From an optimization exercise on the open Yosys and OpenROAD flow, aimed at small area, a short achievable clock period and few clock cycles per item; shortcuts taken in it are not production practice.
In this exercise RTL edits were held to simulation tests only and were not proved equivalent to the original.

== exp/harbor ==
## Divider_Modulo
module Divider_Modulo (clk , reset, mode, valid_in, divisor, dividend, result, valid_out);
For scale: ~20000 sq um of cells after synthesis.
Settings: LEC_CHECK=0, CAP_MARGIN=20, CORE_MARGIN=2, CORE_UTILIZATION=40, CTS_CLUSTER_DIAMETER=100, CTS_CLUSTER_SIZE=25, SLEW_MARGIN=20; clock period 25.0 ns.
standard.sh (not shown) runs the stock make flow with config.mk's settings and CLKGATE_MAP_FILE= SYNTH_SCRIPT=/design/flow/synth_recipe.tcl, a recipe that flattens the netlist after the stock synthesis.
==> flow/flow/run.sh <==
#!/bin/bash
# The standard layout (the standard.sh) with three changes:
#  - synthesis maps with flow/abc_map.script (see flow/synth_wrap.tcl);
#  - no full/half-adder cell extraction (ADDER_MAP_FILE empty), so ABC maps
#    the adders' logic freely;
#  - ports are buffered with a fixed buffer cell instead of the one
#    buffer_ports picks by default.
set -euo pipefail
export FLOW_SYNTH_TCL="$PWD/synth_recipe.tcl"
export MY_ABC_SCRIPT="$PWD/flow/abc_map.script"
bash standard.sh "SYNTH_SCRIPT=$PWD/flow/synth_wrap.tcl" "ADDER_MAP_FILE=" \
  "BUFFER_PORTS_ARGS=-buffer_cell sky130_fd_sc_hd__buf_2" finish > make_finish.log 2>&1
==> flow/flow/abc_map.script <==
strash
dch -f
map -D 4000
topo
buffer -c
upsize -D 4000
dnsize -D 4000
stime -p
==> flow/flow/synth_wrap.tcl <==
# The standard synthesis (synth_recipe.tcl, sourced unchanged), with one
# change: the ABC technology-mapping call runs flow/abc_map.script instead of
# ORFS's abc_speed.script. Everything else, including register naming,
# flattening and renaming, is the standard synthesis.
proc abc {args} {
  set i [lsearch -exact $args -script]
  if {$i >= 0} { set args [lreplace $args $i [expr {$i + 1}] -script $::env(MY_ABC_SCRIPT)] }
  yosys abc {*}$args
}
source $::env(FLOW_SYNTH_TCL)
exp/harbor went all the way through the flow, and no timing, DRC or antenna check failed.
Testbench counts of exp/harbor, summed over its fixed seeds: cycles 16,048, items 16,000.
Here is what was changed in the inputs of exp/willow compared with exp/harbor.
==> flow/flow/run.sh <==
#!/bin/bash
# The standard layout (the standard.sh) with four changes:
#  - synthesis maps with flow/abc_map.script (see flow/synth_wrap.tcl);
#  - no full/half-adder cell extraction (ADDER_MAP_FILE empty), so ABC maps
#    the adders' logic freely;
#  - ports are buffered with a fixed buffer cell instead of the one
#    buffer_ports picks by default;
#  - after placement repair, flow/upsize.tcl upsizes the drivers of
#    high-fanout nets (before detailed placement legalizes them).
set -euo pipefail
export FLOW_SYNTH_TCL="$PWD/synth_recipe.tcl"
export MY_ABC_SCRIPT="$PWD/flow/abc_map.script"
export UPSIZE_FANOUT=8
bash standard.sh "SYNTH_SCRIPT=$PWD/flow/synth_wrap.tcl" "ADDER_MAP_FILE=" \
  "BUFFER_PORTS_ARGS=-buffer_cell sky130_fd_sc_hd__buf_2" \
  "POST_RESIZE_TCL=$PWD/flow/upsize.tcl" finish > make_finish.log 2>&1
==> flow/flow/upsize.tcl (new file) <==
# Upsize the drivers of high-fanout signal nets. With the design's long
# clock period the standard repair leaves these gates at minimum size, so
# the wide selects of the divider rows switch slowly. Sizing depends only on
# each net's fanout, not on any timing constraint.
set n_up 0
foreach net [get_nets *] {
  set loads [get_pins -quiet -of_objects $net -filter "direction == input"]
  set fo [llength $loads]
  if {$fo < $::env(UPSIZE_FANOUT)} { continue }
  set drv [get_pins -quiet -of_objects $net -filter "direction == output"]
  if {[llength $drv] != 1} { continue }
  set inst [get_cells -of_objects $drv]
  set cell [get_property $inst ref_name]
  if {![regexp {^(sky130_fd_sc_hd__[a-z0-9]+)_([0-9]+)$} $cell -> base size]} { continue }
  if {[regexp {df|dl|clk|conb|buf} $base]} { continue }
  set want [expr {$fo >= 2 * $::env(UPSIZE_FANOUT) ? 4 : 2}]
  if {$size >= $want} { continue }
  foreach s [list $want 2] {
    if {$s <= $size} { continue }
    set lc [get_lib_cells -quiet */${base}_$s]
    if {[llength $lc] == 1 && ![get_property $lc dont_use]} {
      replace_cell $inst $lc
      incr n_up
      break
    }
  }
}
puts "upsize.tcl: upsized $n_up drivers"
==> notes.md <==
No stage failed in exp/willow, and the final checks on the layout all came back clean.
When the final numbers for exp/harbor and exp/willow were put side by side, the highest attainable clock frequency turned out to be smaller in exp/harbor.
Between exp/willow and exp/harbor, the number of global-route vias before repair does not differ in any meaningful way.
On number of fillers in the final layout, exp/harbor and exp/willow are basically level.
Inputs modified between exp/willow and exp/tundra:
# exp/willow
export LEC_CHECK = 0
export CAP_MARGIN = 20
export CORE_MARGIN = 2
export CORE_UTILIZATION = 40
export CTS_CLUSTER_DIAMETER = 100
export CTS_CLUSTER_SIZE = 25
export SLEW_MARGIN = 20
create_clock -name core_clock -period 25.0 [get_ports {clk}]
# exp/tundra
export LEC_CHECK = 0
export CAP_MARGIN = 20
export CORE_MARGIN = 2
export CORE_UTILIZATION = 40
export CTS_CLUSTER_DIAMETER = 100
export CTS_CLUSTER_SIZE = 25
export GPL_TIMING_DRIVEN = 0
export SLEW_MARGIN = 20
create_clock -name core_clock -period 25.0 [get_ports {clk}]
==> flow/flow/run.sh <==
#!/bin/bash
# The standard layout (the standard.sh) with three changes:
#  - synthesis maps with flow/abc_map.script (see flow/synth_wrap.tcl);
#  - no full/half-adder cell extraction (ADDER_MAP_FILE empty), so ABC maps
#    the adders' logic freely;
#  - ports are buffered with a fixed buffer cell instead of the one
#    buffer_ports picks by default.
set -euo pipefail
export FLOW_SYNTH_TCL="$PWD/synth_recipe.tcl"
export MY_ABC_SCRIPT="$PWD/flow/abc_map.script"
bash standard.sh "SYNTH_SCRIPT=$PWD/flow/synth_wrap.tcl" "ADDER_MAP_FILE=" \
  "BUFFER_PORTS_ARGS=-buffer_cell sky130_fd_sc_hd__buf_2" finish > make_finish.log 2>&1
removed: flow/flow/upsize.tcl
[summary]
Of exp/tundra and exp/willow, the run reporting the lower fraction of layout cells with a size suffix above 1 was exp/willow.
exp/tundra ends up with a total instance count after detailed placement that is 1.5% higher than in exp/willow.
The core of exp/tundra is more densely filled than that of exp/willow.
exp/tundra vs. exp/willow: diode insertion count for antenna repair flat.
Per the comparison of exp/tundra with exp/willow, fraction of area in registers dropped 0.64 points; post-route clock skew picked up an extra 0.0039 ns.

========
lane 1:
Divider_Modulo, a different RTL version from the one above (not shown whole).
Size in the first run: roughly 2100 cells after synthesis, about 460 flip-flops.
clock: 25.0 ns
lec_check: 0
cap_margin: 20
core_margin: 2
core_utilization: 40
cts_cluster_diameter: 100
cts_cluster_size: 25
gpl_timing_driven: 1
slew_margin: 20
==> flow/flow/run.sh <==
#!/bin/bash
# The standard layout (the standard.sh, unchanged synthesis and steps),
# with one change: ports are buffered with a fixed buffer cell instead of
# the one buffer_ports picks by default.
set -euo pipefail
bash standard.sh "BUFFER_PORTS_ARGS=-buffer_cell sky130_fd_sc_hd__buf_2" finish > make_finish.log 2>&1
Lane 1 completed; timing, DRC and antenna clean
Testbench counts of lane 1, summed over its fixed seeds: cycles 16,072, items 16,000.
Relative to lane 1, the following input files were edited for lane 2:
==> flow/flow/run.sh <==
#!/bin/bash
# The standard layout (the standard.sh) with two changes:
#  - synthesis maps with flow/abc_map.script (see flow/synth_wrap.tcl);
#  - ports are buffered with a fixed buffer cell instead of the one
#    buffer_ports picks by default.
set -euo pipefail
export FLOW_SYNTH_TCL="$PWD/synth_recipe.tcl"
export MY_ABC_SCRIPT="$PWD/flow/abc_map.script"
bash standard.sh "SYNTH_SCRIPT=$PWD/flow/synth_wrap.tcl" \
  "BUFFER_PORTS_ARGS=-buffer_cell sky130_fd_sc_hd__buf_2" finish > make_finish.log 2>&1
==> flow/flow/abc_map.script (new file) <==
strash
dch -f
map -D 4500
topo
buffer -c
upsize -D 4500
dnsize -D 4500
stime -p
==> flow/flow/synth_wrap.tcl (new file) <==
# The standard synthesis (synth_recipe.tcl, sourced unchanged), with one
# change: the ABC technology-mapping call runs flow/abc_map.script instead of
# ORFS's abc_speed.script. Everything else, including register naming,
# flattening and renaming, is the standard synthesis.
proc abc {args} {
  set i [lsearch -exact $args -script]
  if {$i >= 0} { set args [lreplace $args $i [expr {$i + 1}] -script $::env(MY_ABC_SCRIPT)] }
  yosys abc {*}$args
}
source $::env(FLOW_SYNTH_TCL)
diff --git a/flow/config.mk b/flow/config.mk
--- a/flow/config.mk
+++ b/flow/config.mk
@@ -13 +12,0 @@
-export GPL_TIMING_DRIVEN = 1
## What came out
Average wire per standard cell was higher in the run labelled lane 1.
Delta(global-route usage over all layers, lane 2 - lane 1) < 0
Comparing lane 1 with lane 2, the met2 demand-to-capacity share in global routing came out essentially unchanged.
[inputs] lane 3 vs lane 2
==> flow/flow/run.sh <==
#!/bin/bash
# The standard layout (the standard.sh, unchanged synthesis and steps),
# with one change: ports are buffered with a fixed buffer cell instead of
# the one buffer_ports picks by default.
set -euo pipefail
bash standard.sh "BUFFER_PORTS_ARGS=-buffer_cell sky130_fd_sc_hd__buf_2" finish > make_finish.log 2>&1
removed: flow/flow/abc_map.script
removed: flow/flow/synth_wrap.tcl
Findings:
- Looking at number of cells in the finished layout apart from fillers, lane 3 sits 184 lower than lane 2 does.
- Lane 3 vs lane 2: synthesis-to-layout area growth down in lane 3
- Lane 3 and lane 2 ended up with roughly the same achievable frequency.

========
run A:
Another version of the RTL of Divider_Modulo (not shown whole).
For scale: roughly 460 flip-flops, about 85 I/O pins, ~22000 um^2 of cells after synthesis.
clock: 25.0 ns
lec_check: 0
cap_margin: 20
core_margin: 2
core_utilization: 40
cts_buf_list: sky130_fd_sc_hd__clkbuf_4 sky130_fd_sc_hd__clkbuf_8
cts_cluster_size: 30
slew_margin: 20
run.sh (not shown) runs the stock make flow with config.mk's settings and CLKGATE_MAP_FILE= SYNTH_SCRIPT=/design/flow/synth_recipe.tcl, a recipe that flattens the netlist after the stock synthesis.
Stock flow here: none of the scripts above is used.
Testbench counts of run A, summed over its fixed seeds: cycles 16,072, items 16,000.
Input changes introduced in run B (baseline for comparison: run A):
- a change of CTS_CLUSTER_SIZE from 30 to 25
- a deleted CTS_BUF_LIST that had been sky130_fd_sc_hd__clkbuf_4 sky130_fd_sc_hd__clkbuf_8
- an added CTS_CLUSTER_DIAMETER of 100
==> flow/flow/run.sh (new file) <==
#!/bin/bash
# The standard layout (the standard.sh, unchanged synthesis and steps),
# with one change: ports are buffered with a fixed buffer cell instead of
# the one buffer_ports picks by default.
set -euo pipefail
bash standard.sh "BUFFER_PORTS_ARGS=-buffer_cell sky130_fd_sc_hd__buf_2" finish > make_finish.log 2>&1
==> flow/standard.sh (new file) <==
#!/bin/bash
# synth_recipe.tcl (not shown) runs the flow's synth.tcl, then flattens the netlist and writes it again
# the make line also repeats each setting of config.mk as NAME=value (left out here)
make -C /OpenROAD-flow-scripts/flow DESIGN_CONFIG=/design/flow/config.mk WORK_HOME=/design/flow/orfs CLKGATE_MAP_FILE= SYNTH_SCRIPT=/design/flow/synth_recipe.tcl "${@:-finish}"
removed: flow/run.sh
### Flow results
- Run B completed; timing, DRC and antenna clean
- Signed area change from the synthesized netlist to the final layout ended up 6.8 points lower on run B than on run A.
- Between run B and run A, shortest clock period the worst path allows after layout is lower for run B, run A comes in above that.
- The final non-filler cell area of run B was superior to that of run A.
- Taking run A as the reference point, the wire length of run B falls by about 3.6%.
[inputs] run C vs run B
- CTS_CLUSTER_SIZE changed from 25 to 20
- CTS_CLUSTER_DIAMETER changed from 100 to 60
==> flow/run.sh (new file) <==
#!/bin/bash
# synth_recipe.tcl (not shown) runs the flow's synth.tcl, then flattens the netlist and writes it again
# the make line also repeats each setting of config.mk as NAME=value (left out here)
make -C /OpenROAD-flow-scripts/flow DESIGN_CONFIG=/design/flow/config.mk WORK_HOME=/design/flow/orfs CLKGATE_MAP_FILE= SYNTH_SCRIPT=/design/flow/synth_recipe.tcl finish
removed: flow/flow/run.sh
removed: flow/standard.sh
[summary]
- Run B: full flow OK, the timing, design-rule and antenna checks passed
- Run C finished every stage and its layout cleared the timing, design-rule and antenna checks.
- Taking run B as the reference, in run C post-placement setup slack went down by 0.020 ns; highest attainable clock frequency went down by 5.8%; post-layout worst setup margin went down by 0.37 ns.
## Diff of input files: run D against run C
- CTS_CLUSTER_SIZE no longer set, was 20
- CTS_CLUSTER_DIAMETER no longer set, was 60
==> comparison <==
Fraction of area in registers ended up 0.49 points lower on run D than on run C.
Setup slack: run D less than run C
When run D is measured against run C, its synthesis-to-layout area growth turns out 1.5 points higher.
The lower number of clock buffers in the layout of run C and run D is in run C.
Diff run C -> run D: fmax shows a reduction of 0.68 MHz; detailed-routed wire length on met2 shows no meaningful change.
The routed wire length of run C and that of run D are within noise of each other.
From run C to run D, combined area of all synthesized cells did not move at all.

========
Divider_Modulo with an RTL version that a note above also has.
Size: about 3000 cells after synthesis, ~20000 um^2 of cells after synthesis.
Settings: LEC_CHECK=0, CAP_MARGIN=60, CORE_MARGIN=2, CORE_UTILIZATION=40, CTS_CLUSTER_DIAMETER=100, CTS_CLUSTER_SIZE=25, SLEW_MARGIN=60; clock period 25.0 ns.
standard.sh (not shown) runs the stock make flow with config.mk's settings and CLKGATE_MAP_FILE= SYNTH_SCRIPT=/design/flow/synth_recipe.tcl, a recipe that flattens the netlist after the stock synthesis.
==> flow/flow/run.sh <==
#!/bin/bash
# The standard layout (the standard.sh) with three changes:
#  - synthesis maps with flow/abc_map.script (see flow/synth_wrap.tcl);
#  - no full/half-adder cell extraction (ADDER_MAP_FILE empty), so ABC maps
#    the adders' logic freely;
#  - ports are buffered with a fixed buffer cell instead of the one
#    buffer_ports picks by default.
set -euo pipefail
export FLOW_SYNTH_TCL="$PWD/synth_recipe.tcl"
export MY_ABC_SCRIPT="$PWD/flow/abc_map.script"
bash standard.sh "SYNTH_SCRIPT=$PWD/flow/synth_wrap.tcl" "ADDER_MAP_FILE=" \
  "BUFFER_PORTS_ARGS=-buffer_cell sky130_fd_sc_hd__buf_2" finish > make_finish.log 2>&1
==> flow/flow/abc_map.script <==
strash
dch -f
map -D 4000
topo
buffer -c
upsize -D 4000
dnsize -D 4000
stime -p
==> flow/flow/synth_wrap.tcl <==
# The standard synthesis (synth_recipe.tcl, sourced unchanged), with one
# change: the ABC technology-mapping call runs flow/abc_map.script instead of
# ORFS's abc_speed.script. Everything else, including register naming,
# flattening and renaming, is the standard synthesis.
proc abc {args} {
  set i [lsearch -exact $args -script]
  if {$i >= 0} { set args [lreplace $args $i [expr {$i + 1}] -script $::env(MY_ABC_SCRIPT)] }
  yosys abc {*}$args
}
source $::env(FLOW_SYNTH_TCL)
Testbench counts at the start, summed over its fixed seeds: cycles 16,048, items 16,000.
Edit:
--- a/flow/flow/run.sh
+++ b/flow/flow/run.sh
@@ -2 +2 @@
-# The standard layout (the standard.sh) with three changes:
+# The standard layout (the standard.sh) with four changes:
@@ -7 +7,3 @@
-#    buffer_ports picks by default.
+#    buffer_ports picks by default;
+#  - after placement repair, flow/upsize.tcl upsizes the drivers of
+#    high-fanout nets (before detailed placement legalizes them).
@@ -10,0 +13 @@
+export UPSIZE_FANOUT=8
@@ -12 +15,2 @@
-  "BUFFER_PORTS_ARGS=-buffer_cell sky130_fd_sc_hd__buf_2" finish > make_finish.log 2>&1
+  "BUFFER_PORTS_ARGS=-buffer_cell sky130_fd_sc_hd__buf_2" \
+  "POST_RESIZE_TCL=$PWD/flow/upsize.tcl" finish > make_finish.log 2>&1
==> flow/flow/upsize.tcl (new file) <==
# Upsize the drivers of high-fanout signal nets. With the design's long
# clock period the standard repair leaves these gates at minimum size, so
# the wide selects of the divider rows switch slowly. Sizing depends only on
# each net's fanout, not on any timing constraint.
set n_up 0
foreach net [get_nets *] {
  set loads [get_pins -quiet -of_objects $net -filter "direction == input"]
  set fo [llength $loads]
  if {$fo < $::env(UPSIZE_FANOUT)} { continue }
  set drv [get_pins -quiet -of_objects $net -filter "direction == output"]
  if {[llength $drv] != 1} { continue }
  set inst [get_cells -of_objects $drv]
  set cell [get_property $inst ref_name]
  if {![regexp {^(sky130_fd_sc_hd__[a-z0-9]+)_([0-9]+)$} $cell -> base size]} { continue }
  if {[regexp {df|dl|clk|conb|buf} $base]} { continue }
  set want [expr {$fo >= 2 * $::env(UPSIZE_FANOUT) ? 4 : 2}]
  if {$size >= $want} { continue }
  foreach s [list $want 2] {
    if {$s <= $size} { continue }
    set lc [get_lib_cells -quiet */${base}_$s]
    if {[llength $lc] == 1 && ![get_property $lc dont_use]} {
      replace_cell $inst $lc
      incr n_up
      break
    }
  }
}
puts "upsize.tcl: upsized $n_up drivers"
Settings changed: CAP_MARGIN 60 to 20, CORE_UTILIZATION 40 to 60, PLACE_DENSITY set to 0.7, SLEW_MARGIN 60 to 20.
What happened:
- flip-flop and latch count does not change
- sequential share of layout area goes up by 0.48 points
- clock-buffer cell count goes up by 1
- design area goes down by about 1.6%
- synthesized area does not change
- worst hold slack gets better by 0.0034 ns
Edit:
Settings changed: CORE_UTILIZATION 60 to 40, GPL_TIMING_DRIVEN set to 0, PLACE_DENSITY 0.7 to not set.
Result:
- The changed run completed with no timing, DRC or antenna violations
- setup slack gains 0.48 ns
- cell count rises by a little under a tenth
- critical path depth is lower by 30
- register-to-register slack improved by 0.52 ns
Edit:
--- a/flow/flow/run.sh
+++ b/flow/flow/run.sh
@@ -13 +13,2 @@
-export UPSIZE_FANOUT=8
+export UPSIZE_FANOUT=6
+export MAX_FANOUT=10
--- a/flow/flow/upsize.tcl
+++ b/flow/flow/upsize.tcl
@@ -1,4 +1,7 @@
-# Upsize the drivers of high-fanout signal nets. With the design's long
-# clock period the standard repair leaves these gates at minimum size, so
-# the wide selects of the divider rows switch slowly. Sizing depends only on
-# each net's fanout, not on any timing constraint.
+# Split and strengthen high-fanout signal nets. With the design's long
+# clock period the standard repair leaves them alone, so the wide selects of
+# the divider rows switch slowly. This uses only fanout limits, not any
+# timing constraint: first buffer nets above MAX_FANOUT loads, then upsize
+# the drivers of nets with UPSIZE_FANOUT or more loads.
+set_max_fanout $::env(MAX_FANOUT) [current_design]
+repair_design
@@ -15 +18 @@
-  if {[regexp {df|dl|clk|conb|buf} $base]} { continue }
+  if {[regexp {df|dl|clk|conb} $base]} { continue }
Settings changed: GPL_TIMING_DRIVEN 0 to not set.
Effect: The new run finished with timing, DRC and antenna clean; first-iteration DRC count fell by a quarter to a third; design area stays the same; routed wire length came out lower by a few percent; die area stays the same; sequential cell count stays the same.
Edit:
==> flow/flow/run.sh (replaced) <==
#!/bin/bash
# The standard layout (the standard.sh) with three changes:
#  - synthesis maps with flow/abc_map.script (see flow/synth_wrap.tcl);
#  - no full/half-adder cell extraction (ADDER_MAP_FILE empty), so ABC maps
#    the adders' logic freely;
#  - ports are buffered with a fixed buffer cell instead of the one
#    buffer_ports picks by default.
set -euo pipefail
export FLOW_SYNTH_TCL="$PWD/synth_recipe.tcl"
export MY_ABC_SCRIPT="$PWD/flow/abc_map.script"
bash standard.sh "SYNTH_SCRIPT=$PWD/flow/synth_wrap.tcl" "ADDER_MAP_FILE=" \
  "BUFFER_PORTS_ARGS=-buffer_cell sky130_fd_sc_hd__buf_2" finish > make_finish.log 2>&1
==> flow/flow/abc_map.script (replaced) <==
strash
dch -f
map -D 4000
topo
buffer -c -N 6
upsize -D 4000
dnsize -D 4000
stime -p
removed: flow/flow/upsize.tcl
Result: The new run finished clean; via count came out lower by 1.8%; clock-buffer cell count grows by 1; cell area goes down by 2.3%; die area grows by 0.36%.

## re-timing with driven ports
The flow's constraints put no driver on any port. The routed layouts listed below were extracted and timed again, unchanged, in two steps. Step 1: set_driving_cell puts a clkbuf_16 on clk and a buf_2 on each other input, an assumption about the parent block. Step 2, shift: input delay + t, output delay - t, t = (earliest + latest rising clock arrival at the registers) / 2. This alone moves slack from input paths to output paths. Three values: ideal ports, drivers, drivers and shift; two values: the first two.
run	t (ns)	setup WS [ns]	latest minus earliest clock arrival (ns)
exp/harbor	0.581	18.620 / 18.620 / 18.620	0.018 / 0.018
exp/willow	0.583	18.650 / 18.650 / 18.650	0.020 / 0.021
exp/tundra	0.586	18.959 / 18.914 / 18.959	0.029 / 0.030
lane 1	0.638	18.921 / 18.864 / 19.030	0.021 / 0.022
lane 2	0.614	18.933 / 18.878 / 18.996	0.044 / 0.044
lane 3	0.638	18.921 / 18.864 / 19.030	0.021 / 0.022
run A	0.714	18.466 / 18.412 / 18.973	0.057 / 0.056
run B	0.617	18.943 / 18.887 / 18.966	0.023 / 0.023
run C	0.617	18.569 / 18.513 / 18.958	0.020 / 0.019
run D	0.645	18.540 / 18.484 / 18.987	0.022 / 0.022
the first run of note 4	0.569	18.649 / 18.649 / 18.649	0.030 / 0.031
the second run of note 4	0.558	18.513 / 18.513 / 18.513	0.017 / 0.017
the third run of note 4	0.579	18.993 / 18.933 / 19.029	0.020 / 0.020
the fourth run of note 4	0.572	13.926 / 13.926 / 13.926	0.021 / 0.021
the fifth run of note 4	0.584	17.820 / 17.820 / 17.820	0.023 / 0.022
After both steps setup and hold are still met in every run listed.
